What follows belongs to an exercise in optimizing a design on an open flow for small area and a short achievable clock period; a production flow would make more cautious choices.
In this exercise RTL edits were held to simulation tests only and were not proved equivalent to the original.
Power figures rest on the tool's default switching activity, not on a simulated workload.

## design/flow/design.v

```verilog
module mult_top(
    input clk,
    input  [15:0] x,
    input  [15:0] y,
    output [31:0] p_out
    );
    wire [2:0] on0, tw0, ng0;
    genvar g;
    generate for (g = 0; g < 3; g = g + 1) begin : benc
        wire b2 = x[11+2*g], b1 = x[10+2*g], b0 = x[9+2*g];
        assign on0[g] = b1 ^ b0;
        assign tw0[g] = (b2 ^ b1) & ~(b1 ^ b0);
        assign ng0[g] = b2 & ~(b1 & b0);           
    end endgenerate
    wire sx0 = x[9];
    wire [9:0] ax = x[9:0] ^ {10{sx0}};
    wire l3 = ax[8], l2 = ax[7], l1 = ax[6], l0 = |ax[5:0];
    wire h80 = l3, h70 = ~l3 & l2, h60 = ~l3 & ~l2 & l1, h00 = ~l3 & ~l2 & ~l1 & l0;
    wire [8:0] x20 = {ax[8] & ~h80, ax[7] & ~h70, ax[6] & ~h60, ax[5:1], ax[0] & ~h00};
    wire ps = x[9] ^ y[15];
    wire [15:0] ya = y ^ {16{y[15]}};
    wire zy = ~(ya[14] | ya[13] | ya[12]);
    wire [9:0] xs = zy ? 10'd0 : ({1'b0, x20} ^ {10{ps}});
    wire [12:0] oa0 = ya[14] ? {xs[9], xs, 2'b0} : ya[13] ? {{2{xs[9]}}, xs, 1'b0} : {{3{xs[9]}}, xs};
    reg [15:0] y1; reg [2:0] on, tw, ng; reg sx, h8, h7, h6, h0; reg [12:0] oa1;
    always @(posedge clk) begin
        y1 <= y; on <= on0; tw <= tw0; ng <= ng0;
        sx <= sx0; h8 <= h80; h7 <= h70; h6 <= h60; h0 <= h00; oa1 <= oa0;
    end
    wire b0_0 = (y1[0]&on[0])^ng[0];
    wire b0_1 = ((y1[1]&on[0])|(y1[0]&tw[0]))^ng[0];
    wire b0_2 = ((y1[2]&on[0])|(y1[1]&tw[0]))^ng[0];
    wire b0_3 = ((y1[3]&on[0])|(y1[2]&tw[0]))^ng[0];
    wire b0_4 = ((y1[4]&on[0])|(y1[3]&tw[0]))^ng[0];
    wire b0_5 = ((y1[5]&on[0])|(y1[4]&tw[0]))^ng[0];
    wire b0_6 = ((y1[6]&on[0])|(y1[5]&tw[0]))^ng[0];
    wire b0_7 = ((y1[7]&on[0])|(y1[6]&tw[0]))^ng[0];
    wire b0_8 = ((y1[8]&on[0])|(y1[7]&tw[0]))^ng[0];
    wire b0_9 = ((y1[9]&on[0])|(y1[8]&tw[0]))^ng[0];
    wire b0_10 = ((y1[10]&on[0])|(y1[9]&tw[0]))^ng[0];
    wire b0_11 = ((y1[11]&on[0])|(y1[10]&tw[0]))^ng[0];
    wire b0_12 = ((y1[12]&on[0])|(y1[11]&tw[0]))^ng[0];
    wire b0_13 = ((y1[13]&on[0])|(y1[12]&tw[0]))^ng[0];
    wire b0_14 = ((y1[14]&on[0])|(y1[13]&tw[0]))^ng[0];
    wire b0_15 = ((y1[15]&on[0])|(y1[14]&tw[0]))^ng[0];
    wire b0_16 = ~((y1[15]^ng[0])&(on[0]|tw[0]));
    wire b1_0 = (y1[0]&on[1])^ng[1];
    wire b1_1 = ((y1[1]&on[1])|(y1[0]&tw[1]))^ng[1];
    wire b1_2 = ((y1[2]&on[1])|(y1[1]&tw[1]))^ng[1];
    wire b1_3 = ((y1[3]&on[1])|(y1[2]&tw[1]))^ng[1];
    wire b1_4 = ((y1[4]&on[1])|(y1[3]&tw[1]))^ng[1];
    wire b1_5 = ((y1[5]&on[1])|(y1[4]&tw[1]))^ng[1];
    wire b1_6 = ((y1[6]&on[1])|(y1[5]&tw[1]))^ng[1];
    wire b1_7 = ((y1[7]&on[1])|(y1[6]&tw[1]))^ng[1];
    wire b1_8 = ((y1[8]&on[1])|(y1[7]&tw[1]))^ng[1];
    wire b1_9 = ((y1[9]&on[1])|(y1[8]&tw[1]))^ng[1];
    wire b1_10 = ((y1[10]&on[1])|(y1[9]&tw[1]))^ng[1];
    wire b1_11 = ((y1[11]&on[1])|(y1[10]&tw[1]))^ng[1];
    wire b1_12 = ((y1[12]&on[1])|(y1[11]&tw[1]))^ng[1];
    wire b1_13 = ((y1[13]&on[1])|(y1[12]&tw[1]))^ng[1];
    wire b1_14 = ((y1[14]&on[1])|(y1[13]&tw[1]))^ng[1];
    wire b1_15 = ((y1[15]&on[1])|(y1[14]&tw[1]))^ng[1];
    wire b1_16 = ~((y1[15]^ng[1])&(on[1]|tw[1]));
    wire b2_0 = (y1[0]&on[2])^ng[2];
    wire b2_1 = ((y1[1]&on[2])|(y1[0]&tw[2]))^ng[2];
    wire b2_2 = ((y1[2]&on[2])|(y1[1]&tw[2]))^ng[2];
    wire b2_3 = ((y1[3]&on[2])|(y1[2]&tw[2]))^ng[2];
    wire b2_4 = ((y1[4]&on[2])|(y1[3]&tw[2]))^ng[2];
    wire b2_5 = ((y1[5]&on[2])|(y1[4]&tw[2]))^ng[2];
    wire b2_6 = ((y1[6]&on[2])|(y1[5]&tw[2]))^ng[2];
    wire b2_7 = ((y1[7]&on[2])|(y1[6]&tw[2]))^ng[2];
    wire b2_8 = ((y1[8]&on[2])|(y1[7]&tw[2]))^ng[2];
    wire b2_9 = ((y1[9]&on[2])|(y1[8]&tw[2]))^ng[2];
    wire b2_10 = ((y1[10]&on[2])|(y1[9]&tw[2]))^ng[2];
    wire b2_11 = ((y1[11]&on[2])|(y1[10]&tw[2]))^ng[2];
    wire b2_12 = ((y1[12]&on[2])|(y1[11]&tw[2]))^ng[2];
    wire b2_13 = ((y1[13]&on[2])|(y1[12]&tw[2]))^ng[2];
    wire b2_14 = ((y1[14]&on[2])|(y1[13]&tw[2]))^ng[2];
    wire b2_15 = ((y1[15]&on[2])|(y1[14]&tw[2]))^ng[2];
    wire b2_16 = ~((y1[15]^ng[2])&(on[2]|tw[2]));
    wire [15:0] ys = y1 ^ {16{sx}};
    wire [24:0] ob = ({25{h0}} & {{9{ys[15]}},ys}) | ({25{h6}} & {{3{ys[15]}},ys,6'b0}) | ({25{h7}} & {{2{ys[15]}},ys,7'b0}) | ({25{h8}} & {ys[15],ys,8'b0});
    wire ob24n = ~ob[24];
    wire oa12n = ~oa1[12];
    wire q1 = ng[1]^oa1[0];
    wire q2 = ng[1]&oa1[0];
    wire q3 = oa1[1]^ob[13];
    wire q4 = oa1[1]&ob[13];
    wire q5 = ng[2]^oa1[2]^ob[14];
    wire q6 = (ng[2]&oa1[2])|(ng[2]&ob[14])|(oa1[2]&ob[14]);
    wire q7 = b0_4^b1_2;
    wire q8 = b0_4&b1_2;
    wire q9 = oa1[3]^ob[15]^b0_5;
    wire q10 = (oa1[3]&ob[15])|(oa1[3]&b0_5)|(ob[15]&b0_5);
    wire q11 = b1_3^b2_1;
    wire q12 = b1_3&b2_1;
    wire q13 = oa1[4]^ob[16]^b0_6;
    wire q14 = (oa1[4]&ob[16])|(oa1[4]&b0_6)|(ob[16]&b0_6);
    wire q15 = b1_4^b2_2;
    wire q16 = b1_4&b2_2;
    wire q17 = oa1[5]^ob[17]^b0_7;
    wire q18 = (oa1[5]&ob[17])|(oa1[5]&b0_7)|(ob[17]&b0_7);
    wire q19 = b1_5^b2_3;
    wire q20 = b1_5&b2_3;
    wire q21 = oa1[6]^ob[18]^b0_8;
    wire q22 = (oa1[6]&ob[18])|(oa1[6]&b0_8)|(ob[18]&b0_8);
    wire q23 = b1_6^b2_4;
    wire q24 = b1_6&b2_4;
    wire q25 = oa1[7]^ob[19]^b0_9;
    wire q26 = (oa1[7]&ob[19])|(oa1[7]&b0_9)|(ob[19]&b0_9);
    wire q27 = b1_7^b2_5;
    wire q28 = b1_7&b2_5;
    wire q29 = oa1[8]^ob[20]^b0_10;
    wire q30 = (oa1[8]&ob[20])|(oa1[8]&b0_10)|(ob[20]&b0_10);
    wire q31 = b1_8^b2_6;
    wire q32 = b1_8&b2_6;
    wire q33 = oa1[9]^ob[21]^b0_11;
    wire q34 = (oa1[9]&ob[21])|(oa1[9]&b0_11)|(ob[21]&b0_11);
    wire q35 = b1_9^b2_7;
    wire q36 = b1_9&b2_7;
    wire q37 = oa1[10]^ob[22]^b0_12;
    wire q38 = (oa1[10]&ob[22])|(oa1[10]&b0_12)|(ob[22]&b0_12);
    wire q39 = b1_10^b2_8;
    wire q40 = b1_10&b2_8;
    wire q41 = oa1[11]^ob[23]^b0_13;
    wire q42 = (oa1[11]&ob[23])|(oa1[11]&b0_13)|(ob[23]&b0_13);
    wire q43 = b1_11^b2_9;
    wire q44 = b1_11&b2_9;
    wire q45 = oa12n^ob24n^b0_14;
    wire q46 = (oa12n&ob24n)|(oa12n&b0_14)|(ob24n&b0_14);
    wire q47 = b1_12^b2_10;
    wire q48 = b1_12&b2_10;
    wire q49 = 1'b1^b0_15^b1_13;
    wire q50 = (1'b1&b0_15)|(1'b1&b1_13)|(b0_15&b1_13);
    wire q51 = q1^ob[12];
    wire q52 = q1&ob[12];
    wire q53 = q2^b0_3^b1_1;
    wire q54 = (q2&b0_3)|(q2&b1_1)|(b0_3&b1_1);
    wire q55 = b2_0^q4^q7;
    wire q56 = (b2_0&q4)|(b2_0&q7)|(q4&q7);
    wire q57 = q8^q11^q6;
    wire q58 = (q8&q11)|(q8&q6)|(q11&q6);
    wire q59 = q12^q15^q10;
    wire q60 = (q12&q15)|(q12&q10)|(q15&q10);
    wire q61 = q16^q19^q14;
    wire q62 = (q16&q19)|(q16&q14)|(q19&q14);
    wire q63 = q20^q23^q18;
    wire q64 = (q20&q23)|(q20&q18)|(q23&q18);
    wire q65 = q24^q27^q22;
    wire q66 = (q24&q27)|(q24&q22)|(q27&q22);
    wire q67 = q28^q31^q26;
    wire q68 = (q28&q31)|(q28&q26)|(q31&q26);
    wire q69 = q32^q35^q30;
    wire q70 = (q32&q35)|(q32&q30)|(q35&q30);
    wire q71 = q36^q39^q34;
    wire q72 = (q36&q39)|(q36&q34)|(q39&q34);
    wire q73 = q40^q43^q38;
    wire q74 = (q40&q43)|(q40&q38)|(q43&q38);
    wire q75 = q44^q47^q42;
    wire q76 = (q44&q47)|(q44&q42)|(q47&q42);
    wire q77 = b2_11^q48^q46;
    wire q78 = (b2_11&q48)|(b2_11&q46)|(q48&q46);
    wire q79 = b0_16^b1_14^b2_12;
    wire q80 = (b0_16&b1_14)|(b0_16&b2_12)|(b1_14&b2_12);
    wire q81 = 1'b1^b1_15;
    wire q82 = 1'b1&b1_15;
    wire q83 = ng[0]^ob[10];
    wire q84 = ng[0]&ob[10];
    wire q85 = ob[11]^b0_1;
    wire q86 = ob[11]&b0_1;
    wire q87 = b0_2^b1_0^q51;
    wire q88 = (b0_2&b1_0)|(b0_2&q51)|(b1_0&q51);
    wire q89 = q52^q3^q53;
    wire q90 = (q52&q3)|(q52&q53)|(q3&q53);
    wire q91 = q5^q54^q55;
    wire q92 = (q5&q54)|(q5&q55)|(q54&q55);
    wire q93 = q9^q56^q57;
    wire q94 = (q9&q56)|(q9&q57)|(q56&q57);
    wire q95 = q13^q58^q59;
    wire q96 = (q13&q58)|(q13&q59)|(q58&q59);
    wire q97 = q17^q60^q61;
    wire q98 = (q17&q60)|(q17&q61)|(q60&q61);
    wire q99 = q21^q62^q63;
    wire q100 = (q21&q62)|(q21&q63)|(q62&q63);
    wire q101 = q25^q64^q65;
    wire q102 = (q25&q64)|(q25&q65)|(q64&q65);
    wire q103 = q29^q66^q67;
    wire q104 = (q29&q66)|(q29&q67)|(q66&q67);
    wire q105 = q33^q68^q69;
    wire q106 = (q33&q68)|(q33&q69)|(q68&q69);
    wire q107 = q37^q70^q71;
    wire q108 = (q37&q70)|(q37&q71)|(q70&q71);
    wire q109 = q41^q72^q73;
    wire q110 = (q41&q72)|(q41&q73)|(q72&q73);
    wire q111 = q45^q74^q75;
    wire q112 = (q45&q74)|(q45&q75)|(q74&q75);
    wire q113 = q49^q76^q77;
    wire q114 = (q49&q76)|(q49&q77)|(q76&q77);
    wire q115 = q50^q79^q78;
    wire q116 = (q50&q79)|(q50&q78)|(q79&q78);
    wire q117 = b2_13^q81^q80;
    wire q118 = (b2_13&q81)|(b2_13&q80)|(q81&q80);
    wire q119 = b1_16^b2_14^q82;
    wire q120 = (b1_16&b2_14)|(b1_16&q82)|(b2_14&q82);
    wire q121 = 1'b1^b2_15;
    wire q122 = 1'b1&b2_15;
    wire [31:0] ra = {1'b1,b2_16,q121,q119,q117,q115,q113,q111,q109,q107,q105,q103,q101,q99,q97,q95,q93,q91,q89,q87,q85,q83,ob[9],ob[8],ob[7],ob[6],ob[5],ob[4],ob[3],ob[2],ob[1],ob[0]};
    wire [31:0] rb = {1'b0,q122,q120,q118,q116,q114,q112,q110,q108,q106,q104,q102,q100,q98,q96,q94,q92,q90,q88,q86,q84,b0_0,1'b0,1'b0,1'b0,1'b0,1'b0,1'b0,1'b0,1'b0,1'b0,1'b0};
    wire [16:0] lo = ra[15:0] + rb[15:0];
    wire [8:0] mid = ra[23:16] + rb[23:16];
    reg [15:0] r2lo; reg [7:0] r2mid; reg r2c; reg [7:0] r2a, r2b; reg r2mc;
    always @(posedge clk) begin
        r2lo <= lo[15:0]; r2mid <= mid[7:0]; r2c <= lo[16]; r2a <= ra[31:24]; r2b <= rb[31:24]; r2mc <= mid[8];
    end
    wire [8:0] m3 = r2mid + {{7{1'b0}}, r2c};
    wire [7:0] h3 = r2a + r2b + (m3[8] | r2mc);    
    assign p_out = {h3, m3[7:0], r2lo};
endmodule
```

## design/flow/flow/run.sh

```bash
#!/bin/bash
# The standard layout; the only change is the port buffer cell (buf_1 instead of the default).
set -euo pipefail
export BUFFER_PORTS_ARGS="-buffer_cell sky130_fd_sc_hd__buf_1"
bash standard.sh > standard.log 2>&1
```

## design/flow/standard.sh

```bash
#!/bin/bash
# synth_recipe.tcl (not shown) runs the flow's synth.tcl, then flattens the netlist and writes it again
# the make line also repeats each setting of config.mk as NAME=value (left out here)
make -C /OpenROAD-flow-scripts/flow DESIGN_CONFIG=/design/flow/config.mk WORK_HOME=/design/flow/orfs CLKGATE_MAP_FILE= SYNTH_SCRIPT=/design/flow/synth_recipe.tcl "${@:-finish}"
```

## design/flow/config.mk

```make
export PLATFORM = sky130hd
export DESIGN_NAME = mult_top
export DESIGN_NICKNAME = mult_top
export VERILOG_FILES = /design/flow/design.v
export SDC_FILE = /design/flow/constraint.sdc
export NUM_CORES = 4
export LEC_CHECK = 0
export CAP_MARGIN = 20
export CORE_MARGIN = 2
export CORE_UTILIZATION = 40
export SETUP_SLACK_MARGIN = 2.0
export SLEW_MARGIN = 20
```

## design/flow/constraint.sdc

```tcl
create_clock -name core_clock -period 5.0 [get_ports {clk}]
set_input_delay 1.0000 -clock core_clock [delete_from_list [all_inputs] [get_ports {clk}]]
set_output_delay 1.0000 -clock core_clock [all_outputs]
set_load 0.01 [all_outputs]
```

==> results of run 1 <==
final cells by class:
class	count	area (sq um)
multi-input cells	447	4380
fillers	1340	7260
repair buffers	93	534
well taps	184	230
flip-flops and latches	81	1650
clock inverters	4	76.3
clock buffers	11	233
inverters	59	221
final timing paths:
kind / startpoint / endpoint / slack, ns / cells after the start
hold reg to reg: y1[15] / r2a[6] / 0.59 / 2
hold / removal: y1[15] / r2a[6] / 0.59 / 2
setup reg to reg: y1[4] / r2mc / 1.36 / 13
setup / recovery: r2mid[0] / p_out[26] / 1.24 / 14
cell families (layout without fill, tap and decap cells):
family                     after synthesis  count (layout)  synth area share, %
AOI/OAI and AO/OA                      141             141                 16.8
xor gates and xnor gates                94              94                 13.8
adders and majority gates               89              89                 24.4
buffers and inverters                  113             167                 7.68
DFF                                     81              81                 27.1
muxes                                    4               4                0.670
and+or+nand+nor                        119             119                 9.54
registers in the layout (all words and copies together) (netlist names):
name,flops
h7,1
on,3
h6,1
sx,1
r2lo,16
r2c,1
r2a,7
h8,1
ng,3
r2b,7
oa1,11
r2mid,8
tw,3
r2mc,1
y1,16
h0,1
placed cells by master, fill, tap and decap left out, drive strengths merged, types with 5 or more instances in the layout:
cell    instances
a21oi          21
nor2           27
ha             42
a21o            6
fa             46
a22oi          65
dfxtp          81
and2            8
nand3          11
o21ai          20
a221oi          6
xor2           37
and3            7
xnor2          57
nor2b           8
clkbuf         11
nor3            9
o221ai          5
buf            93
nand2          35
inv            60
metrics by stage:
step	hold slack, ns	worst slack, ns	utilization, %
global placement	0.720	1.34	43.9
CTS	0.610	1.10	49.0
detailed placement	0.697	1.24	43.9
global route	0.639	1.13	50.2
finish	0.595	1.24	50.2
floorplan	0.572	1.60	-
what timing repair did:
| item | 4_1_cts | 5_1_grt |
|---|---|---|
| setup endpoints to repair | 19 | 19 |
| gates resized for setup | 78 | 29 |
| buffers inserted | 19 | 7 |
| pin swaps | 36 | 33 |
| hold buffers | 0 | 0 |
tightest hold or removal path: stages (launching register included):
cell	delay [ns]
dfxtp_4	0.41
xor2_1	0.08
o21ai_0	0.07
per-layer routing:
metal / wire length, um / vias up / GRT usage (%)
li1: - / 2261 / -
met1: 5900 / 2238 / 22.2
met2: 6720 / 112 / 30.4
met3: 530 / 21 / 3.10
met4: 229 / 0 / 6.40
met5: 0 / - / 0
power by group through the flow:
stage | combinational [mW] | sequential, mW | clock [mW]
finish | 3.04 | 0.977 | 0.685
global route | 3.43 | 0.996 | 0.725
CTS | 2.88 | 0.975 | 0.702
detailed placement | 2.45 | 0.983 | 0
global placement | 2.42 | 0.977 | 0
floorplan | 2.00 | 0.923 | 0
==> flow_metrics.py, run 1 <==
metrics = {
    "synthesis": {
        "synth-edff-count": 0,
        "synth_seq_area_share_pct": 27.1,
        "synth_cell_types": 48,
        "post-synth-top-count-cell": "dfxtp_1",
        "post-synth-top-area-cell": "dfxtp_1",
        "synth_top_cell_area_share_pct": 27.1,
        "synth_flop_cell": "dfxtp_1",
        "yosys-top-cells-area": "dfxtp_1 27%, fa_1 15%, ha_1 8.8%",
        "synthCells": 641,
        "syn-cell-area_sq_um": 5980,
        "avgSynthCellArea_sq_um": 9.33,
        "synth_common_cells": "81 x dfxtp_1, 64 x a22oi_1, 59 x inv_1, 57 x xnor2_1, 46 x fa_1",
        "async_reset_ff_share_pct": 0,
        "yosysWarnings": 1,
        "synth-seq-cells": 81,
        "synth_nets": 762,
    },
    "floorplanning": {
        "start_util_pct": 41.0,
        "chipWidth_um": 126,
        "die_h_um": 126,
        "placementRows": 44,
        "design.core.area_sq_um": 14600,
        "die_area_sq_um": 15900,
        "io_pins": 65,
    },
    "global_route": {
        "grt_first_pass_wirelength_um": 22700,
        "grt_pass1_vias": 4702,
        "grt_usage_pct": 17.7,
        "antenna_found_initial": 0,
        "grt_overflow": 0,
        "grt_max_degree": 24,
    },
    "power": {
        "power_switching_mw": 1.84,
        "internal-power_mw": 2.86,
        "p_per_area_nw_per_um2": 641,
        "power_frac_comb_pct": 64.6,
        "power.total_mw": 4.70,
        "sw_frac_of_total_pct": 39.1,
        "p_clk_share_pct": 14.6,
        "ir_worst_vdd_uv": 318,
        "cellLeakagePower_nw": 3.01,
        "power_frac_seq_pct": 20.8,
    },
    "setup_path": {
        "endpoint_kind": "primary output",
        "crit_path_max_fanout": 4,
        "crit_type": "reg -> out",
        "crit_family": "adder cells",
        "cp_cell_sequence": "ha_4, ha_4, nand3_4, o21bai_4, fa_2, fa_2, buf_4, buf_6, buf_6, buf_6, buf_6, buf_6, xor2_1, buf_2",
        "cpMaxStageDelayCell": "fa_2",
        "required_ns": 4.00,
        "start_kind": "flop",
        "worst-path-buf-inv": 7,
        "cp_common_cell": "buf_6",
        "slowest_delay_ns": 0.36,
        "cp.arrival_ns": 2.76,
    },
    "cts": {
        "cts_tree": "yes",
        "clockBufferDepth": 2,
        "numCtsBuffers": 9,
        "path_clk_slew_ns": 0.06,
        "worstSkewPairLatency_ns": 0.35,
        "cts_root_buffer": "clkbuf_16",
        "cts_sinks": 81,
        "htreeDepth": 3,
    },
    "hold_path": {
        "hp-class": "reg -> reg",
    },
    "sta": {
        "final.setup.tns_ns": 0,
        "hold_viol_final": 0,
        "worst_pin_slew_ns": 0.923,
        "clock_skew_ns": 0.0102,
        "rsz0062_at_grt": "true",
        "setup_violations": 0,
        "drv_slew": 0,
        "max_freq_mhz": 266,
        "period_share_pct": 75.2,
        "min_period_ns": 3.76,
        "relSlewSlack_pct": 38.5,
    },
    "drt": {
        "wl_um": 13400,
        "drc": 0,
        "dr.pass1.iters": 5,
        "detail_route.iter0.violations": 235,
        "ant_nets": 0,
        "vias": 4632,
        "avgRoutedWirePerCell_um": 15.2,
        "via_per_inst": 5.27,
    },
    "layout": {
        "fin_nets": 812,
        "drive_gt1_share_pct": 21.9,
        "finalInstanceArea_sq_um": 7330,
        "stdcell_count": 879,
        "antennaDiodeCount": 0,
        "syn_to_final_growth_pct": 22.6,
    },
    "job": {
        "drv_cap": 0,
    },
    "placed_design": {
        "io_buffers": 64,
        "gp_congestion": 0.989,
        "dp_hpwl_um": 10200,
        "place_inst": 838,
        "place_area_sq_um": 6410,
    },
    "run_status": {
        "status": "finished clean",
    },
}
==> inputs of run 2 (changes only) <==
--- a/design/flow/config.mk
+++ b/design/flow/config.mk
@@ -9,4 +9,4 @@
 export CORE_MARGIN = 2
 export CORE_UTILIZATION = 40
-export SETUP_SLACK_MARGIN = 2.0
+export SETUP_SLACK_MARGIN = 1.0
 export SLEW_MARGIN = 20
==> run 2 against run 1 <==
Against the previous run:
- final area fell by 9.5%
- register-to-register slack got worse by 0.19 ns
- global-route usage is 0.93 points lower
- non-clock buffer count is 23 lower
- core utilization shrank 4.8 points
- sequential share of layout area rose by 2.2 points
- via count shrank 3.2%
- first-iteration DRC count is 5.1% lower
- critical path type unchanged
- routed wire length fell by 4.6%
- setup slack worse by 0.085 ns
- worst hold slack gained 0.018 ns
- clock power fell by 1%
==> flow_metrics.py, run 2 <==
metrics = {
    "synthesis": {
        "async_reset_ff_share_pct": 0,
        "synth_common_cells": "81 x dfxtp_1, 64 x a22oi_1, 59 x inv_1, 57 x xnor2_1, 46 x fa_1",
        "synthCells": 641,
        "yosys-top-cells-area": "dfxtp_1 27%, fa_1 15%, ha_1 8.8%",
        "synth_cell_types": 48,
        "synth-seq-cells": 81,
        "synth_top_cell_area_share_pct": 27.1,
        "synth_flop_cell": "dfxtp_1",
        "synth-edff-count": 0,
        "post-synth-top-area-cell": "dfxtp_1",
        "post-synth-top-count-cell": "dfxtp_1",
        "avgSynthCellArea_sq_um": 9.33,
        "synth_nets": 762,
        "syn-cell-area_sq_um": 5980,
        "synth_seq_area_share_pct": 27.1,
        "yosysWarnings": 1,
    },
    "sta": {
        "hold_ws_ns": 0.612,
        "hold_viol_final": 0,
        "max_freq_mhz": 260,
        "drv_slew": 0,
        "layout_setup_ws_ns": 1.16,
        "relSlewSlack_pct": 37.1,
        "setup_violations": 0,
        "worst_pin_slew_ns": 0.943,
        "final.setup.tns_ns": 0,
        "clock_skew_ns": 0.00916,
        "rsz0062_at_grt": "true",
        "period_share_pct": 76.9,
        "min_period_ns": 3.84,
    },
    "drt": {
        "wl_met2_um": 6190,
        "via_per_inst": 5.23,
        "wl_met1_um": 5800,
        "detail_route.iter0.violations": 223,
        "ant_nets": 0,
        "routed.top_layer": "met4",
        "dr.pass1.iters": 5,
        "wl_um": 12800,
        "vias": 4486,
        "dr_wl_met3_um": 593,
        "avgRoutedWirePerCell_um": 14.9,
        "drc": 0,
    },
    "power": {
        "p_per_area_nw_per_um2": 576,
        "ir_worst_vdd_uv": 201,
        "cellLeakagePower_nw": 2.82,
    },
    "cts": {
        "cts_root_buffer": "clkbuf_16",
        "worstSkewPairLatency_ns": 0.35,
        "path_clk_slew_ns": 0.06,
        "clockBufferDepth": 2,
        "numCtsBuffers": 9,
        "cts_sinks": 81,
        "cts_hold_buffers": 0,
        "cts_tree": "yes",
        "htreeDepth": 3,
    },
    "floorplanning": {
        "io_pins": 65,
        "die_h_um": 126,
        "placementRows": 44,
        "die_area_sq_um": 15900,
        "design.core.area_sq_um": 14600,
        "chipWidth_um": 126,
        "start_util_pct": 41.0,
    },
    "layout": {
        "syn_to_final_growth_pct": 10.9,
        "drive_gt1_share_pct": 8.17,
        "top_regs": "r2lo x16, y1 x16, oa1 x11",
        "antennaDiodeCount": 0,
        "final_cell_mix": "68 x dfxtp_1, 64 x a22oi_1, 63 x buf_1, 59 x inv_1, 57 x xnor2_1",
        "fin_nets": 789,
        "final_common_cell": "dfxtp_1",
        "final_core_util_pct": 45.5,
    },
    "setup_path": {
        "endpoint_kind": "primary output",
        "start_kind": "flop",
        "crit_path_max_fanout": 4,
        "crit_type": "reg -> out",
        "cp.arrival_ns": 2.84,
        "rr_worst_depth": 14,
        "required_ns": 4.00,
    },
    "global_route": {
        "grt_max_degree": 24,
        "grt_first_pass_wirelength_um": 21700,
        "antenna_found_initial": 0,
        "grt_overflow": 0,
        "grt_pass1_vias": 4463,
        "grt_usage_pct": 16.7,
    },
    "run_status": {
        "status": "finished clean",
    },
    "job": {
        "drv_cap": 0,
    },
    "placed_design": {
        "io_buffers": 64,
        "gp_congestion": 0.847,
        "place_ws_ns": 0.827,
        "dp_hpwl_um": 10200,
    },
    "hold_path": {
        "hp-class": "reg -> reg",
        "hold_depth": 1,
    },
}
## run 2: cell counts after synthesis
No cell type changed its count.
## run 2: path summary, 6_finish.rpt
check | slack [ns] | end | startpoint
setup / recovery | 1.16 | p_out[30] | r2mid[0]
hold / removal | 0.61 | r2lo[4] | h0
setup reg to reg | 1.17 | r2mid[6] | y1[10]
hold reg to reg | 0.61 | r2lo[4] | h0
## run 2: repair_timing
item                                    4_1_cts  5_1_grt
pin swaps                                     0        1
setup buffers                                 0        1
gates cloned                                  0        0
gates resized for setup                       3       22
endpoints found under the setup margin        3        8
## run 2: stage by stage
step / power, mW / cell area (sq um) / cells
finish: 3.82 / 6630 / 857
global route: 4.24 / 6630 / 857
CTS: 3.87 / 6560 / 856
detailed placement: 3.17 / 6250 / 840
global placement: 3.10 / 6250 / 840
floorplan: 2.68 / 5980 / 641
## run 2: area by class of cell
type	count	area, sq um
multi-input combinational	447	3940
sequential	81	1640
clock buffer	9	225
clock inverter	7	83.8
fill	1448	7960
timing repair buffer	70	287
tap	184	230
inverter	59	221
## run 2: kinds of logic after synthesis
kind of cell / share of synthesized area, %
AO/OA/AOI/OAI: 16.8
AND/OR/NAND/NOR: 9.54
buffers and inverters: 7.68
XOR/XNOR: 13.8
adder cells (fa/ha/maj): 24.4
flip-flops: 27.1
multiplexers: 0.670
## run 2: worst max-delay path, cell delays in order (launching register included)
cell,delay (ns)
dfxtp_1,0.30
ha_1,0.24
ha_2,0.22
nand3_2,0.09
o21bai_2,0.09
fa_2,0.36
fa_2,0.36
a21o_1,0.18
a21oi_2,0.18
o21bai_1,0.09
a21oi_2,0.14
xnor2_1,0.12
buf_2,0.14
## run 2: routing by layer
metal | up-vias | track usage, %
li1 | 2211 | -
met1 | 2158 | 21.2
met2 | 102 | 28.8
met3 | 15 | 3.31
met5 | - | 0
met4 | 0 | 4.98
## run 2: report_power, final
part / switching (mW) / total, mW / internal, mW
Clock: 0.281 / 0.677 / 0.396
Combinational: 1.17 / 2.18 / 1.02
Sequential: 0.127 / 0.961 / 0.834
Total: 1.57 / 3.82 / 2.25
==> inputs of run 3 (changes only) <==
--- a/design/flow/config.mk
+++ b/design/flow/config.mk
@@ -9,4 +9,4 @@
 export CORE_MARGIN = 2
 export CORE_UTILIZATION = 40
-export SETUP_SLACK_MARGIN = 1.0
+export SETUP_SLACK_MARGIN = 0
 export SLEW_MARGIN = 20
==> run 3 against run 2 <==
Against the previous run:
- still clean on timing, DRC and antenna
- register-to-register slack lost 0.35 ns
- count of clock-buffer cells in the layout is the same
- sequential power shrank 0.4%
- combinational power is essentially flat
- largest power group unchanged
==> flow_metrics.py, run 3 <==
metrics = {
    "placed_design": {
        "dp_hpwl_um": 10200,
        "io_buffers": 64,
        "gp_congestion": 0.847,
    },
    "sta": {
        "relSlewSlack_pct": 37.5,
        "clock_skew_ns": 0.00875,
        "hold_viol_final": 0,
        "max_freq_mhz": 239,
        "worst_pin_slew_ns": 0.938,
        "period_share_pct": 83.7,
        "setup_violations": 0,
        "min_period_ns": 4.18,
        "drv_slew": 0,
        "final.setup.tns_ns": 0,
        "rsz0062_at_grt": "false",
    },
    "global_route": {
        "grt_max_degree": 24,
        "grt_pass1_vias": 4463,
        "antenna_found_initial": 0,
        "grt_overflow": 0,
        "grt_usage_pct": 16.7,
        "grt_first_pass_wirelength_um": 21700,
    },
    "cts": {
        "numCtsBuffers": 9,
        "htreeDepth": 3,
        "cts_tree": "yes",
        "cts_hold_buffers": 0,
        "cts_sinks": 81,
        "cts_setup_buffers": 0,
        "worstSkewPairLatency_ns": 0.35,
        "path_clk_slew_ns": 0.06,
        "cts_resized": 0,
        "cts_root_buffer": "clkbuf_16",
        "clockBufferDepth": 2,
    },
    "layout": {
        "top_regs": "r2lo x16, y1 x16, oa1 x11",
        "final_core_util_pct": 44.9,
        "fin_nets": 788,
        "final_common_cell": "dfxtp_1",
        "antennaDiodeCount": 0,
        "syn_to_final_growth_pct": 9.69,
        "drive_gt1_share_pct": 4.46,
        "fillers": 1453,
        "final_cell_mix": "81 x dfxtp_1, 64 x a22oi_1, 64 x buf_1, 59 x inv_1, 57 x xnor2_1",
    },
    "setup_path": {
        "ff2ff_setup_slack_ns": 0.82,
        "start_kind": "flop",
        "endpoint_kind": "flop",
        "required_ns": 5.23,
        "rr_startpoint": "sx",
        "cp-endpoint": "r2mid[6]",
        "r2r_end": "r2mid[6]",
        "rr_worst_depth": 16,
        "path_depth": 16,
        "crit_family": "adder cells",
        "crit_type": "reg -> reg",
        "cp_cell_sequence": "xor2_1, a22oi_1, nand2_1, fa_1, inv_1, fa_1, fa_1, inv_1, ha_1, inv_1, fa_1, nor2b_1, o21ai_1, a21oi_1, a211oi_1, xnor2_1",
        "cp_common_cell": "fa_1",
        "cp.arrival_ns": 4.41,
        "slowest_delay_ns": 0.73,
        "worst-path-buf-inv": 3,
        "crit_path_max_fanout": 13,
        "cpMaxStageDelayCell": "dfxtp_1",
        "critical_path.startpoint": "sx",
    },
    "synthesis": {
        "synthAdderAreaFrac_pct": 24.4,
        "post-synth-top-count-cell": "dfxtp_1",
        "async_reset_ff_share_pct": 0,
        "synthXorXnorAreaFrac_pct": 13.8,
        "synthSimpleGateAreaFrac_pct": 9.54,
        "synth_flop_cell": "dfxtp_1",
        "synth_top_cell_area_share_pct": 27.1,
        "synth_cell_types": 48,
        "synth_common_cells": "81 x dfxtp_1, 64 x a22oi_1, 59 x inv_1, 57 x xnor2_1, 46 x fa_1",
        "synth-seq-cells": 81,
        "synth_top_family_by_area": "adder cells",
        "synth_seq_area_share_pct": 27.1,
        "yosysWarnings": 1,
        "synth-edff-count": 0,
        "avgSynthCellArea_sq_um": 9.33,
        "synth_compound_area_share_pct": 16.8,
        "synthCells": 641,
        "syn-cell-area_sq_um": 5980,
        "synth_nets": 762,
        "post-synth-top-area-cell": "dfxtp_1",
        "synthMuxAreaShare_pct": 0.670,
        "yosys-top-cells-area": "dfxtp_1 27%, fa_1 15%, ha_1 8.8%",
    },
    "power": {
        "ir_worst_vdd_uv": 200,
        "p_per_area_nw_per_um2": 578,
        "cellLeakagePower_nw": 2.81,
    },
    "floorplanning": {
        "io_pins": 65,
        "chipWidth_um": 126,
        "start_util_pct": 41.0,
        "die_area_sq_um": 15900,
        "design.core.area_sq_um": 14600,
        "die_h_um": 126,
        "placementRows": 44,
    },
    "drt": {
        "ant_nets": 0,
        "wl_um": 12700,
        "dr.pass1.iters": 5,
        "avgRoutedWirePerCell_um": 14.8,
        "vias": 4484,
        "via_per_inst": 5.24,
        "detail_route.iter0.violations": 204,
        "drc": 0,
    },
    "job": {
        "drv_cap": 0,
    },
    "hold_path": {
        "hp-class": "reg -> reg",
    },
    "run_status": {
        "status": "finished clean",
    },
}
-- run 3: how the worst min path moves through the flow --
| stage | start | end | slack, ns | cells past startpoint |
|---|---|---|---|---|
| floorplan | ng[0] | r2lo[10] | 0.57 | 2 |
| global placement | h0 | r2lo[2] | 0.72 | 1 |
| detailed placement | y1[15] | r2a[6] | 0.72 | 2 |
| CTS | y[4] | y1[4] | 0.73 | 1 |
| global route | y[4] | y1[4] | 0.73 | 1 |
| finish | h0 | r2lo[4] | 0.73 | 1 |
-- run 3: cells by family after synthesis --
group | after synthesis
flops | 81
xor+xnor | 94
compound gates | 141
fa+ha+maj | 89
mux | 4
buf+inv | 113
simple gates | 119
-- run 3: cell type report --
type	count	area (sq um)	area share [%]
inverters	59	221	3.38
well taps	184	230	3.51
clock buffers	9	225	3.43
clock inverters	7	83.8	1.28
multi-input cells	447	3900	59.4
repair buffers	69	278	4.24
flip-flops and latches	81	1620	24.7
-- run 3: power breakdown --
group | internal (mW) | leakage [nW] | total, mW | switching (mW)
clock | 0.396 | 0.149 | 0.676 | 0.280
sequential | 0.832 | 0.681 | 0.957 | 0.124
combinational | 1.00 | 1.98 | 2.16 | 1.16
-- run 3: stage by stage --
step / setup WS, ns / power [mW] / instances / hold slack, ns / area (sq um)
after floorplan: 1.32 / 2.68 / 641 / 0.572 / 5980
after global placement: 0.989 / 3.10 / 840 / 0.718 / 6250
after detailed placement: 0.827 / 3.17 / 840 / 0.723 / 6250
after CTS: 0.764 / 3.86 / 856 / 0.730 / 6560
after global routing: 0.590 / 4.21 / 856 / 0.729 / 6560
final: 0.815 / 3.79 / 856 / 0.730 / 6560
-- run 3: per-layer routing --
layer,up-vias,GRT usage [%],wire length (um)
met1,2146,21.2,5780
met5,-,0,0
met4,0,4.98,178
met3,13,3.31,604
li1,2212,-,-
met2,113,28.8,6130
==> inputs of run 4 (changes only) <==
--- a/design/flow/config.mk
+++ b/design/flow/config.mk
@@ -9,4 +9,4 @@
 export CORE_MARGIN = 2
 export CORE_UTILIZATION = 40
-export SETUP_SLACK_MARGIN = 0
+export SETUP_SLACK_MARGIN = 0.5
 export SLEW_MARGIN = 20
==> run 4 against run 3 <==
Against the previous run:
- highest routed layer unchanged
- final cell count stayed put
- clock power hardly changed
- worst hold slack is the same
- core utilization unchanged
- final area did not move
- die area is the same
- fmax did not move
- critical path type unchanged
- first-iteration DRC count is the same
- still clean
- sequential share of layout area is the same
- synthesized cell count unchanged
==> flow_metrics.py, run 4 <==
metrics = {
    "setup_path": {
        "crit_type": "reg -> reg",
        "crit_path_max_fanout": 13,
        "required_ns": 5.23,
        "rr_worst_depth": 16,
        "cp.arrival_ns": 4.41,
        "endpoint_kind": "flop",
        "start_kind": "flop",
    },
    "sta": {
        "period_share_pct": 83.7,
        "setup_violations": 0,
        "relSlewSlack_pct": 37.5,
        "min_period_ns": 4.18,
        "drv_slew": 0,
        "clock_skew_ns": 0.00875,
        "max_freq_mhz": 239,
        "final.setup.tns_ns": 0,
        "rsz0062_at_grt": "false",
        "worst_pin_slew_ns": 0.938,
        "hold_ws_ns": 0.730,
        "hold_viol_final": 0,
    },
    "layout": {
        "final_common_cell": "dfxtp_1",
        "antennaDiodeCount": 0,
        "fillers": 1453,
        "top_regs": "r2lo x16, y1 x16, oa1 x11",
        "fin_nets": 788,
        "final_cell_mix": "81 x dfxtp_1, 64 x a22oi_1, 64 x buf_1, 59 x inv_1, 57 x xnor2_1",
        "drive_gt1_share_pct": 4.46,
        "syn_to_final_growth_pct": 9.69,
    },
    "cts": {
        "cts_setup_buffers": 0,
        "worstSkewPairLatency_ns": 0.35,
        "cts_resized": 0,
        "cts_root_buffer": "clkbuf_16",
        "htreeDepth": 3,
        "cts_sinks": 81,
        "cts_tree": "yes",
        "cts_hold_buffers": 0,
        "clockBufferDepth": 2,
        "path_clk_slew_ns": 0.06,
        "numCtsBuffers": 9,
    },
    "power": {
        "p_clk_share_pct": 17.8,
        "internal-power_mw": 2.23,
        "p_per_area_nw_per_um2": 578,
        "cellLeakagePower_nw": 2.81,
        "power_frac_seq_pct": 25.2,
        "sw_frac_of_total_pct": 41.1,
        "ir_worst_vdd_uv": 200,
        "power_frac_comb_pct": 56.9,
        "power_switching_mw": 1.56,
    },
    "drt": {
        "via_per_inst": 5.24,
        "dr.pass1.iters": 5,
        "routed.top_layer": "met4",
        "vias": 4484,
        "drc": 0,
        "wl_met2_um": 6130,
        "dr_wl_met3_um": 604,
        "wl_met1_um": 5780,
        "ant_nets": 0,
        "avgRoutedWirePerCell_um": 14.8,
        "wl_um": 12700,
        "detail_route.iter0.violations": 204,
    },
    "synthesis": {
        "synth_nets": 762,
        "yosys-top-cells-area": "dfxtp_1 27%, fa_1 15%, ha_1 8.8%",
        "synthCells": 641,
        "post-synth-top-count-cell": "dfxtp_1",
        "synth_cell_types": 48,
        "post-synth-top-area-cell": "dfxtp_1",
        "synthAdderAreaFrac_pct": 24.4,
        "synth_seq_area_share_pct": 27.1,
        "synth_flop_cell": "dfxtp_1",
        "yosysWarnings": 1,
        "synth-seq-cells": 81,
        "async_reset_ff_share_pct": 0,
        "synthMuxAreaShare_pct": 0.670,
        "avgSynthCellArea_sq_um": 9.33,
        "synth_top_cell_area_share_pct": 27.1,
        "synthSimpleGateAreaFrac_pct": 9.54,
        "synth-edff-count": 0,
        "synthXorXnorAreaFrac_pct": 13.8,
        "synth_top_family_by_area": "adder cells",
        "syn-cell-area_sq_um": 5980,
        "synth_common_cells": "81 x dfxtp_1, 64 x a22oi_1, 59 x inv_1, 57 x xnor2_1, 46 x fa_1",
        "synth_compound_area_share_pct": 16.8,
    },
    "floorplanning": {
        "placementRows": 44,
        "design.core.area_sq_um": 14600,
        "start_util_pct": 41.0,
        "die_area_sq_um": 15900,
        "io_pins": 65,
        "chipWidth_um": 126,
        "die_h_um": 126,
    },
    "placed_design": {
        "gp_congestion": 0.847,
        "io_buffers": 64,
        "dp_hpwl_um": 10200,
    },
    "global_route": {
        "antenna_found_initial": 0,
        "grt_first_pass_wirelength_um": 21700,
        "grt_pass1_vias": 4463,
        "grt_overflow": 0,
        "grt_usage_pct": 16.7,
        "grt_max_degree": 24,
    },
    "hold_path": {
        "hold_depth": 1,
        "hp-class": "reg -> reg",
    },
    "run_status": {
        "status": "finished clean",
    },
    "job": {
        "drv_cap": 0,
    },
}
run 4: cell families after synthesis:
group | count (synthesis)
AOI/OAI and AO/OA | 141
xor gates and xnor gates | 94
adders and majority gates | 89
buffers and inverters | 113
DFF | 81
muxes | 4
and+or+nand+nor | 119
run 4: layout make-up:
class,count,area [sq um],area share (%)
clock buffers,9,225,3.43
clock inverters,7,83.8,1.28
inverters,59,221,3.38
multi-input cells,447,3900,59.4
flip-flops and latches,81,1620,24.7
well taps,184,230,3.51
repair buffers,69,278,4.24
run 4: critical path, cell delays in order, from the launching register on:
cell and delay (ns):
dfxtp_1 0.73, xor2_1 0.25, a22oi_1 0.25, nand2_1 0.10
fa_1 0.38, inv_1 0.09, fa_1 0.44, fa_1 0.43
inv_1 0.06, ha_1 0.16, inv_1 0.05, fa_1 0.39
nor2b_1 0.17, o21ai_1 0.10, a21oi_1 0.22, a211oi_1 0.09
xnor2_1 0.14
run 4: power by group through the flow:
stage	registers [mW]	logic [mW]	clock network, mW
after floorplan	0.918	1.76	0
after global placement	0.968	2.13	0
after detailed placement	0.972	2.19	0
after CTS	0.958	2.21	0.695
after global routing	0.979	2.52	0.719
final	0.957	2.16	0.676
run 4: stage by stage:
| step | setup WS [ns] | instances | util [%] | power (mW) | instance area (sq um) |
|---|---|---|---|---|---|
| CTS | 0.764 | 856 | 44.9 | 3.86 | 6560 |
| finish | 0.815 | 856 | 44.9 | 3.79 | 6560 |
| floorplan | 1.32 | 641 | - | 2.68 | 5980 |
| global route | 0.590 | 856 | 44.9 | 4.21 | 6560 |
| detailed placement | 0.827 | 840 | 42.8 | 3.17 | 6250 |
| global placement | 0.989 | 840 | 42.8 | 3.10 | 6250 |
run 4: worst paths after layout:
kind         startpoint       end  slack [ns]
max                  sx  r2mid[6]        0.82
min reg2reg          h0   r2lo[4]        0.73
min                  h0   r2lo[4]        0.73
max reg2reg          sx  r2mid[6]        0.82
run 4: routing by layer:
metal	GRT usage, %	vias up
met5	0	-
met4	4.98	0
met3	3.31	13
met2	28.8	113
met1	21.2	2146
li1	-	2212
==> inputs of run 5 (changes only) <==
--- a/design/flow/config.mk
+++ b/design/flow/config.mk
@@ -9,4 +9,5 @@
 export CORE_MARGIN = 2
 export CORE_UTILIZATION = 40
-export SETUP_SLACK_MARGIN = 0.5
+export CTS_BUF_LIST = sky130_fd_sc_hd__clkbuf_4 sky130_fd_sc_hd__clkbuf_8
+export SETUP_SLACK_MARGIN = 1.0
 export SLEW_MARGIN = 20
==> run 5 against run 4 <==
Against the previous run:
- final area decreased by 0.23%
- via count unchanged
- critical endpoint is now p_out[30]
- critical path type is now reg -> out
- fmax increased by 7.9%
- power decreased by 3.6%
- die area did not move
- worst hold slack got worse by 0.12 ns
- sequential share of layout area up 0.36 points
- global-route usage barely moved
- sequential cell count unchanged
- sequential power is essentially flat
==> flow_metrics.py, run 5 <==
metrics = {
    "layout": {
        "stdcell_count": 858,
        "syn_to_final_growth_pct": 9.44,
        "final_core_util_pct": 44.8,
        "top_regs": "r2lo x16, y1 x16, oa1 x11",
        "fillers": 1456,
        "multi_input_area_sq_um": 3950,
        "final_cell_mix": "67 x dfxtp_1, 64 x a22oi_1, 63 x buf_1, 59 x inv_1, 57 x xnor2_1",
        "final_common_cell": "dfxtp_1",
        "finalInstanceArea_sq_um": 6540,
        "antennaDiodeCount": 0,
        "area.sequential_sq_um": 1640,
        "drive_gt1_share_pct": 8.61,
        "fin_nets": 790,
    },
    "global_route": {
        "antenna_found_initial": 0,
        "grt_first_pass_wirelength_um": 21500,
        "grt_max_degree": 24,
        "grt_overflow": 0,
        "grt_usage_pct": 16.7,
        "grt_pass1_vias": 4437,
    },
    "power": {
        "cellLeakagePower_nw": 2.78,
        "sw_frac_of_total_pct": 42.8,
        "power_switching_mw": 1.56,
        "power_frac_comb_pct": 60.0,
        "p_clk_share_pct": 13.7,
        "internal-power_mw": 2.09,
        "ir_worst_vdd_uv": 218,
        "power_frac_seq_pct": 26.2,
        "p_per_area_nw_per_um2": 559,
        "power.total_mw": 3.66,
    },
    "setup_path": {
        "endpoint_kind": "primary output",
        "slowest_delay_ns": 0.36,
        "start_kind": "flop",
        "required_ns": 4.00,
        "crit_path_max_fanout": 4,
        "cp.arrival_ns": 2.88,
        "cpMaxStageDelayCell": "fa_2",
        "cp_cell_sequence": "ha_1, ha_2, nand3_2, o21bai_2, fa_2, fa_2, a21o_1, a21oi_2, o21bai_1, a21oi_2, xnor2_1, buf_2",
        "crit_type": "reg -> out",
    },
    "synthesis": {
        "synth_common_cells": "81 x dfxtp_1, 64 x a22oi_1, 59 x inv_1, 57 x xnor2_1, 46 x fa_1",
        "synthCells": 641,
        "synth_flop_cell": "dfxtp_1",
        "yosysWarnings": 1,
        "post-synth-top-area-cell": "dfxtp_1",
        "synth_top_cell_area_share_pct": 27.1,
        "async_reset_ff_share_pct": 0,
        "synth-seq-cells": 81,
        "syn-cell-area_sq_um": 5980,
        "synth_cell_types": 48,
        "avgSynthCellArea_sq_um": 9.33,
        "yosys-top-cells-area": "dfxtp_1 27%, fa_1 15%, ha_1 8.8%",
        "synth_nets": 762,
        "post-synth-top-count-cell": "dfxtp_1",
        "synth-edff-count": 0,
        "synth_seq_area_share_pct": 27.1,
    },
    "cts": {
        "path_clk_slew_ns": 0.09,
        "clockBufferDepth": 2,
        "cts_sinks": 81,
        "cts_root_buffer": "clkbuf_8",
        "cts_hold_buffers": 0,
        "htreeDepth": 3,
        "worstSkewPairLatency_ns": 0.38,
        "numCtsBuffers": 9,
        "cts_tree": "yes",
    },
    "drt": {
        "drc": 0,
        "via_per_inst": 5.23,
        "dr.pass1.iters": 7,
        "avgRoutedWirePerCell_um": 14.9,
        "detail_route.iter0.violations": 253,
        "vias": 4484,
        "wl_um": 12800,
        "ant_nets": 0,
    },
    "sta": {
        "relSlewSlack_pct": 36.7,
        "clock_skew_ns": 0.0150,
        "layout_setup_ws_ns": 1.12,
        "hold_ws_ns": 0.615,
        "max_freq_mhz": 258,
        "period_share_pct": 77.6,
        "rsz0062_at_grt": "true",
        "hold_viol_final": 0,
        "setup_violations": 0,
        "drv_slew": 0,
        "min_period_ns": 3.88,
        "worst_pin_slew_ns": 0.950,
        "final.setup.tns_ns": 0,
    },
    "floorplanning": {
        "placementRows": 44,
        "design.core.area_sq_um": 14600,
        "chipWidth_um": 126,
        "die_h_um": 126,
        "start_util_pct": 41.0,
        "io_pins": 65,
        "die_area_sq_um": 15900,
    },
    "run_status": {
        "status": "finished clean",
    },
    "placed_design": {
        "place_inst": 840,
        "gp_congestion": 0.847,
        "dp_hpwl_um": 10200,
        "place_area_sq_um": 6250,
        "io_buffers": 64,
        "place_ws_ns": 0.827,
    },
    "hold_path": {
        "hp-class": "reg -> reg",
    },
    "job": {
        "drv_cap": 0,
    },
}
-- run 5: cell types whose count changed in the layout (fill, tap and decap cells not counted), moves of 9 or more --
cell and change:
clkbuf_16 -9, clkbuf_8 +9, dfxtp_1 -14, dfxtp_2 +13
-- run 5: path summary, 6_finish.rpt --
path	startpoint	end	slack [ns]	cells after the start
max	r2mid[0]	p_out[30]	1.12	12
min	h0	r2lo[4]	0.61	1
max reg2reg	sx	r2mid[6]	1.20	14
min reg2reg	h0	r2lo[4]	0.61	1
-- run 5: power by group through the flow --
stage	logic [mW]	registers [mW]	clock network (mW)
floorplan	1.76	0.918	0
global placement	2.13	0.968	0
finish	2.19	0.959	0.503
detailed placement	2.19	0.972	0
global route	2.55	0.981	0.550
CTS	2.22	0.958	0.518
-- run 5: metal layers --
| layer | share of wire (%) | GRT usage [%] |
|---|---|---|
| met4 | 1.4 | 5.11 |
| met3 | 3.9 | 3.82 |
| met5 | 0 | 0 |
| met2 | 49 | 28.4 |
| met1 | 46 | 21.2 |
-- run 5: final cells by class --
cell class | instances | share of cell area [%]
clock buffers | 9 | 1.89
clock inverters | 7 | 1.28
inverters | 59 | 3.38
multi-input cells | 447 | 60.3
flip-flops and latches | 81 | 25.1
well taps | 184 | 3.52
repair buffers | 71 | 4.49
-- run 5: timing repair --
| item | CTS | global route |
|---|---|---|
| gates resized for setup | 4 | 23 |
| pin swaps | 0 | 2 |
| hold endpoints to repair | 0 | 0 |
| setup endpoints to repair | 4 | 8 |
| setup buffers | 0 | 2 |
-- run 5: logic make-up (layout without fill, tap and decap cells) --
group                      after synthesis  count (layout)  synth area share (%)
AOI/OAI and AO/OA                      141             141                  16.8
and+or+nand+nor                        119             119                  9.54
buffers and inverters                  113             146                  7.68
xor gates and xnor gates                94              94                  13.8
adders and majority gates               89              89                  24.4
DFF                                     81              81                  27.1
muxes                                    4               4                 0.670
-- run 5: worst max-delay path: cells and delay by family (launching register included) --
family	cells	cell delay [ns]
adders and majority gates	4	1.18
AOI/OAI and AO/OA	5	0.67
DFF	1	0.31
buffers and inverters	1	0.14
xor gates and xnor gates	1	0.12
and+or+nand+nor	1	0.09
==> inputs of run 6 (changes only) <==
--- a/design/flow/config.mk
+++ b/design/flow/config.mk
@@ -8,6 +8,5 @@
 export CAP_MARGIN = 20
 export CORE_MARGIN = 2
-export CORE_UTILIZATION = 40
-export CTS_BUF_LIST = sky130_fd_sc_hd__clkbuf_4 sky130_fd_sc_hd__clkbuf_8
+export CORE_UTILIZATION = 60
 export SETUP_SLACK_MARGIN = 1.0
 export SLEW_MARGIN = 20
==> run 6 against run 5 <==
Against the previous run:
- still clean on timing, DRC and antenna
- clock skew fell by 0.0045 ns
- synthesized cell count did not move
- worst hold slack improved by 0.0013 ns
- power rose by 4.0%
- non-clock buffer count fell by 1
- final cell count fell by 6.1%
- setup slack improved by 0.040 ns
- final area fell by 0.27%
- via count rose by 2.3%
- combinational power rose by 2%
- critical endpoint unchanged
- largest cell class unchanged
==> flow_metrics.py, run 6 <==
metrics = {
    "hold_path": {
        "min_from": "h0",
        "hp-class": "reg -> reg",
    },
    "sta": {
        "relSlewSlack_pct": 40.5,
        "period_share_pct": 76.8,
        "hold_viol_final": 0,
        "max_freq_mhz": 261,
        "final.setup.tns_ns": 0,
        "clock_skew_ns": 0.0106,
        "setup_violations": 0,
        "worst_pin_slew_ns": 0.892,
        "drv_slew": 0,
        "min_period_ns": 3.84,
        "rsz0062_at_grt": "false",
    },
    "cts": {
        "worstSkewPairLatency_ns": 0.37,
        "cts_tree": "yes",
        "clockBufferDepth": 2,
        "numCtsBuffers": 9,
        "cts_sinks": 81,
        "htreeDepth": 3,
        "cts_hold_buffers": 0,
        "cts_root_buffer": "clkbuf_8",
        "path_clk_slew_ns": 0.08,
    },
    "power": {
        "cellLeakagePower_nw": 2.79,
        "p_per_area_nw_per_um2": 583,
        "power.total_mw": 3.80,
        "ir_worst_vdd_uv": 455,
    },
    "layout": {
        "finalInstanceArea_sq_um": 6530,
        "drive_gt1_share_pct": 9.21,
        "antennaDiodeCount": 0,
        "fin_nets": 789,
        "syn_to_final_growth_pct": 9.15,
        "final_cell_mix": "64 x dfxtp_1, 63 x a22oi_1, 63 x buf_1, 59 x inv_1, 57 x xnor2_1",
        "final_common_cell": "dfxtp_1",
        "fillers": 815,
        "top_regs": "r2lo x16, y1 x16, oa1 x11",
    },
    "synthesis": {
        "synth_top_cell_area_share_pct": 27.1,
        "syn-cell-area_sq_um": 5980,
        "synth_seq_area_share_pct": 27.1,
        "post-synth-top-count-cell": "dfxtp_1",
        "synth_cell_types": 48,
        "avgSynthCellArea_sq_um": 9.33,
        "synth-seq-cells": 81,
        "yosysWarnings": 1,
        "post-synth-top-area-cell": "dfxtp_1",
        "synth-edff-count": 0,
        "synthCells": 641,
        "synth_nets": 762,
        "synth_common_cells": "81 x dfxtp_1, 64 x a22oi_1, 59 x inv_1, 57 x xnor2_1, 46 x fa_1",
        "async_reset_ff_share_pct": 0,
        "synth_flop_cell": "dfxtp_1",
        "yosys-top-cells-area": "dfxtp_1 27%, fa_1 15%, ha_1 8.8%",
    },
    "placed_design": {
        "gp_congestion": 0.878,
        "io_buffers": 64,
        "place_area_sq_um": 6180,
        "dp_hpwl_um": 9960,
    },
    "setup_path": {
        "crit_type": "reg -> out",
        "start_kind": "flop",
        "cp.arrival_ns": 2.84,
        "cp_cell_sequence": "ha_2, ha_2, nand3_2, o21bai_2, fa_2, fa_2, a21o_1, a21oi_2, o21bai_1, a21oi_1, xnor2_1, buf_2",
        "cpMaxStageDelayCell": "fa_2",
        "slowest_delay_ns": 0.39,
        "critical_path.startpoint": "r2mid[0]",
        "rr_startpoint": "y1[11]",
        "required_ns": 4.00,
        "endpoint_kind": "primary output",
        "crit_path_max_fanout": 4,
    },
    "global_route": {
        "grt_pass1_vias": 4522,
        "antenna_found_initial": 0,
        "grt_usage_pct": 25.6,
        "grt_overflow": 0,
        "grt_first_pass_wirelength_um": 22200,
        "grt_max_degree": 24,
    },
    "drt": {
        "drc": 0,
        "ant_nets": 0,
        "vias": 4589,
        "detail_route.iter0.violations": 325,
        "dr.pass1.iters": 5,
        "avgRoutedWirePerCell_um": 16.2,
        "via_per_inst": 5.69,
        "wl_um": 13000,
    },
    "floorplanning": {
        "die_area_sq_um": 10800,
        "chipWidth_um": 104,
        "placementRows": 36,
        "design.core.area_sq_um": 9730,
        "io_pins": 65,
        "start_util_pct": 61.4,
        "die_h_um": 104,
    },
    "run_status": {
        "status": "finished clean",
    },
    "job": {
        "drv_cap": 0,
    },
}
-- run 6: report_power, final --
group,switching [mW],internal (mW)
clock,0.248,0.347
combinational,1.19,1.04
sequential,0.134,0.834
-- run 6: what timing repair did --
item                                    4_1_cts  5_1_grt
endpoints found under the setup margin        3        6
buffers inserted                              0        2
hold endpoints to repair                      0        0
gates resized for setup                       5       28
pin swaps                                     0        6
-- run 6: metrics by stage --
step | setup WS (ns) | util, % | instances | hold slack (ns)
after floorplan | 1.32 | - | 641 | 0.572
after global placement | 1.06 | 63.5 | 788 | 0.726
after detailed placement | 0.931 | 63.5 | 788 | 0.716
after CTS | 0.937 | 66.2 | 804 | 0.700
after global routing | 1.01 | 67.1 | 806 | 0.642
final | 1.16 | 67.1 | 806 | 0.616
-- run 6: logic make-up (layout without fill, tap and decap cells) --
group,Yosys count,after routing,synth area share (%)
flops,81,81,27.1
buf+inv,113,145,7.68
mux,4,4,0.670
simple gates,119,119,9.54
fa+ha+maj,89,89,24.4
compound gates,141,141,16.8
xor+xnor,94,94,13.8
-- run 6: worst paths after layout --
path | to | slack (ns) | depth (start not counted)
setup / recovery | p_out[30] | 1.16 | 12
setup reg to reg | r2mid[6] | 1.21 | 13
hold reg to reg | r2lo[1] | 0.62 | 1
hold / removal | r2lo[1] | 0.62 | 1
-- run 6: critical path: cells and delay by family (launching register included) --
family	cells	cell delay (ns)
AND/OR/NAND/NOR	1	0.08
buffers and inverters	1	0.14
AO/OA/AOI/OAI	5	0.65
flip-flops	1	0.31
XOR/XNOR	1	0.13
adder cells (fa/ha/maj)	4	1.15
-- run 6: cell type report --
| type | instances | area [sq um] | share of cell area (%) |
|---|---|---|---|
| clock buffer | 10 | 138 | 2.11 |
| sequential | 81 | 1650 | 25.2 |
| timing repair buffer | 70 | 287 | 4.39 |
| tap | 133 | 166 | 2.55 |
| inverter | 59 | 221 | 3.39 |
| clock inverter | 6 | 114 | 1.74 |
| multi-input combinational | 447 | 3950 | 60.6 |
-- run 6: per-layer routing --
| layer | GRT usage [%] | vias up | wire length, um |
|---|---|---|---|
| met5 | 0 | - | 0 |
| met1 | 33.4 | 2199 | 5620 |
| met2 | 43.3 | 151 | 6500 |
| li1 | - | 2213 | - |
| met3 | 4.91 | 26 | 687 |
| met4 | 7.92 | 0 | 228 |
==> inputs of run 7 (changes only) <==
--- a/design/flow/config.mk
+++ b/design/flow/config.mk
@@ -6,7 +6,9 @@
 export NUM_CORES = 4
 export LEC_CHECK = 0
+export ABC_AREA = 1
 export CAP_MARGIN = 20
 export CORE_MARGIN = 2
 export CORE_UTILIZATION = 60
+export CTS_BUF_LIST = sky130_fd_sc_hd__clkbuf_4 sky130_fd_sc_hd__clkbuf_8
 export SETUP_SLACK_MARGIN = 1.0
 export SLEW_MARGIN = 20
==> run 7 against run 6 <==
Against the previous run:
- still clean
- core utilization increased by 0.85 points
- non-clock buffer count unchanged
- register-to-register slack got worse by 0.05 ns
- power increased by 4.0%
- die area is 1.6% lower
- area after synthesis shrank 1.7%
- setup slack worse by 0.099 ns
- via count is 3.8% higher
- global-route usage rose by 1.3 points
- critical path depth rose by 2
- clock skew is 0.0082 ns higher
==> flow_metrics.py, run 7 <==
metrics = {
    "synthesis": {
        "synthMuxAreaShare_pct": 0,
        "synthXorXnorAreaFrac_pct": 14.1,
        "synth_nets": 811,
        "synth_seq_area_share_pct": 27.6,
        "yosys-top-cells-area": "dfxtp_1 28%, fa_1 16%, xor2_1 11%",
        "synthCells": 690,
        "yosysWarnings": 1,
        "synth_common_cells": "115 x inv_1, 107 x nand2_1, 81 x dfxtp_1, 72 x xor2_1, 49 x o22ai_1",
        "synth_top_family_by_area": "adder cells",
        "avgSynthCellArea_sq_um": 8.52,
        "syn-cell-area_sq_um": 5880,
        "synth_flop_cell": "dfxtp_1",
        "post-synth-top-count-cell": "inv_1",
        "synth_compound_area_share_pct": 11.8,
        "synth-edff-count": 0,
        "synthSimpleGateAreaFrac_pct": 12.6,
        "synth_cell_types": 37,
        "synth_top_cell_area_share_pct": 27.6,
        "post-synth-top-area-cell": "dfxtp_1",
        "synthAdderAreaFrac_pct": 24.6,
        "async_reset_ff_share_pct": 0,
        "synth-seq-cells": 81,
    },
    "drt": {
        "via_per_inst": 5.34,
        "drc": 0,
        "dr.pass1.iters": 5,
        "avgRoutedWirePerCell_um": 15.1,
        "wl_um": 13500,
        "detail_route.iter0.violations": 275,
        "vias": 4765,
        "ant_nets": 0,
    },
    "sta": {
        "drv_slew": 0,
        "max_freq_mhz": 254,
        "period_share_pct": 78.7,
        "rsz0062_at_grt": "true",
        "hold_viol_final": 0,
        "worst_pin_slew_ns": 1.05,
        "hold_ws_ns": 0.504,
        "relSlewSlack_pct": 30.3,
        "clock_skew_ns": 0.0187,
        "min_period_ns": 3.94,
        "setup_violations": 0,
        "final.setup.tns_ns": 0,
    },
    "cts": {
        "numCtsBuffers": 9,
        "path_clk_slew_ns": 0.09,
        "htreeDepth": 3,
        "clockBufferDepth": 2,
        "cts_root_buffer": "clkbuf_8",
        "cts_tree": "yes",
        "cts_sinks": 81,
        "worstSkewPairLatency_ns": 0.36,
    },
    "layout": {
        "final_cell_mix": "115 x inv_1, 106 x nand2_1, 78 x dfxtp_1, 72 x xor2_1, 63 x buf_1",
        "drive_gt1_share_pct": 8.30,
        "stdcell_count": 892,
        "fin_nets": 875,
        "top_regs": "r2lo x16, y1 x16, oa1 x11",
        "final_common_cell": "inv_1",
        "antennaDiodeCount": 0,
        "syn_to_final_growth_pct": 11.4,
        "fillers": 804,
    },
    "power": {
        "power_frac_seq_pct": 23.8,
        "ir_worst_vdd_uv": 514,
        "power_frac_comb_pct": 63.2,
        "internal-power_mw": 2.15,
        "p_clk_share_pct": 13.0,
        "power_switching_mw": 1.80,
        "sw_frac_of_total_pct": 45.6,
        "p_per_area_nw_per_um2": 604,
        "cellLeakagePower_nw": 3.16,
    },
    "setup_path": {
        "crit_type": "reg -> out",
        "cpMaxStageDelayCell": "fa_2",
        "slowest_delay_ns": 0.39,
        "endpoint_kind": "primary output",
        "crit_path_max_fanout": 2,
        "start_kind": "flop",
        "cp.arrival_ns": 2.94,
        "cp_cell_sequence": "ha_4, ha_4, nand3_4, nor2_2, a41o_1, fa_2, fa_2, nand3_2, nand2_2, a21oi_2, nor2_1, nor2_1, xnor2_1, buf_2",
        "required_ns": 4.00,
    },
    "placed_design": {
        "dp_hpwl_um": 10800,
        "io_buffers": 64,
        "place_inst": 874,
        "gp_congestion": 0.928,
    },
    "floorplanning": {
        "io_pins": 65,
        "design.core.area_sq_um": 9640,
        "die_h_um": 103,
        "die_area_sq_um": 10600,
        "placementRows": 36,
        "start_util_pct": 61.0,
        "chipWidth_um": 103,
    },
    "global_route": {
        "grt_overflow": 0,
        "grt_first_pass_wirelength_um": 21600,
        "antenna_found_initial": 0,
        "grt_max_degree": 17,
        "grt_pass1_vias": 4540,
        "grt_usage_pct": 26.9,
    },
    "hold_path": {
        "hp-class": "reg -> reg",
    },
    "job": {
        "drv_cap": 0,
    },
    "run_status": {
        "status": "finished clean",
    },
}
[run 7: cell count changes in the layout (fill, tap and decap cells not counted), sizes merged, moves of 35 or more]
| cell | change |
|---|---|
| o22ai | +48 |
| inv | +63 |
| xnor2 | -40 |
| a22oi | -65 |
| nand2 | +77 |
| xor2 | +35 |
[run 7: through the flow]
step                cell area (sq um)  utilization, %  total power, mW  setup WS [ns]
global placement                 6240            64.7             3.29           1.04
finish                           6550            67.9             3.95           1.06
detailed placement               6240            64.7             3.39          0.955
CTS                              6450            67.0             3.92          0.942
floorplan                        5880               -             2.82           1.35
global route                     6550            67.9             4.42          0.865
[run 7: cells by family (layout without fill, tap and decap cells)]
group / after synthesis / count (layout)
xor+xnor: 89 / 89
flops: 81 / 81
simple gates: 179 / 179
compound gates: 112 / 112
buf+inv: 141 / 210
fa+ha+maj: 88 / 88
[run 7: timing repair]
item | CTS | global route
setup endpoints to repair | 2 | 6
hold buffers | 0 | 0
gates cloned | 0 | 0
pin swaps | 0 | 10
buffers inserted | 0 | 2
resized for setup | 3 | 19
[run 7: final timing paths]
kind | start | endpoint | slack [ns] | depth (start not counted)
setup / recovery | r2mid[0] | p_out[30] | 1.06 | 14
hold / removal | tw[2] | r2a[6] | 0.50 | 1
setup reg to reg | on[0] | r2mid[6] | 1.16 | 15
hold reg to reg | tw[2] | r2a[6] | 0.50 | 1
[run 7: layout make-up]
cell class                      count  area [sq um]  share of cell area (%)
Clock buffer                       10           138                    2.10
Clock inverter                      6          72.6                    1.11
Inverter                          124           483                    7.38
Multi-Input combinational cell    468          3770                    57.6
Sequential cell                    81          1630                    24.9
Tap cell                          133           166                    2.54
Timing Repair Buffer               70           287                    4.38
[run 7: critical path, delay by kind of cell (launching register included)]
family | cells | cell delay, ns
simple gates | 6 | 0.41
flops | 1 | 0.34
compound gates | 2 | 0.42
xor+xnor | 1 | 0.13
fa+ha+maj | 4 | 1.12
buf+inv | 1 | 0.15
[run 7: layer usage]
metal / wire length, um / vias to the layer above / global-route usage, %
met5: 0 / - / 0
met4: 433 / 0 / 11.7
met3: 888 / 38 / 5.76
met2: 6500 / 196 / 44.3
met1: 5630 / 2188 / 34.3
li1: - / 2343 / -
[run 7: power groups by stage]
stage / Sequential [mW] / Combinational (mW) / Clock (mW)
after floorplan: 0.936 / 1.88 / 0
after global placement: 0.943 / 2.35 / 0
after detailed placement: 0.946 / 2.44 / 0
after CTS: 0.931 / 2.47 / 0.522
after global routing: 0.965 / 2.91 / 0.547
final: 0.941 / 2.50 / 0.512

-- what the ideal ports hide --
How much do the figures lean on ideal ports? The routed layouts below were timed once more, with nothing changed but the port constraints.
Step 1 (the two cells are an assumption about what drives the block):
set clk [get_ports {clk}]
set_driving_cell -lib_cell sky130_fd_sc_hd__clkbuf_16 $clk
set_driving_cell -lib_cell sky130_fd_sc_hd__buf_2 [delete_from_list [all_inputs] $clk]
Step 2, shift: input delay + t, output delay - t, t = (earliest + latest rising clock arrival at the registers) / 2. This alone moves slack from input paths to output paths.
Slacks: no drivers / after step 1 / after step 2; pairs: no drivers / after step 1.
run | t, ns | setup WS [ns] | clock arrival spread, ns | slew at the worst register clock pin (ns)
run 1 | 0.388 | 1.240 / 1.196 / 1.358 | 0.010 / 0.010 | 0.06 / 0.06
run 2 | 0.383 | 1.155 / 1.117 / 1.172 | 0.009 / 0.009 | 0.07 / 0.07
run 3 | 0.383 | 0.815 / 0.800 / 0.815 | 0.009 / 0.009 | 0.07 / 0.07
run 4 | 0.383 | 0.815 / 0.800 / 0.815 | 0.009 / 0.009 | 0.07 / 0.07
run 5 | 0.409 | 1.122 / 1.088 / 1.200 | 0.015 / 0.015 | 0.10 / 0.10
run 6 | 0.398 | 1.162 / 1.128 / 1.208 | 0.011 / 0.011 | 0.09 / 0.09
run 7 | 0.388 | 1.063 / 1.028 / 1.159 | 0.019 / 0.019 | 0.09 / 0.09
After both steps setup and hold are still met in every run listed.
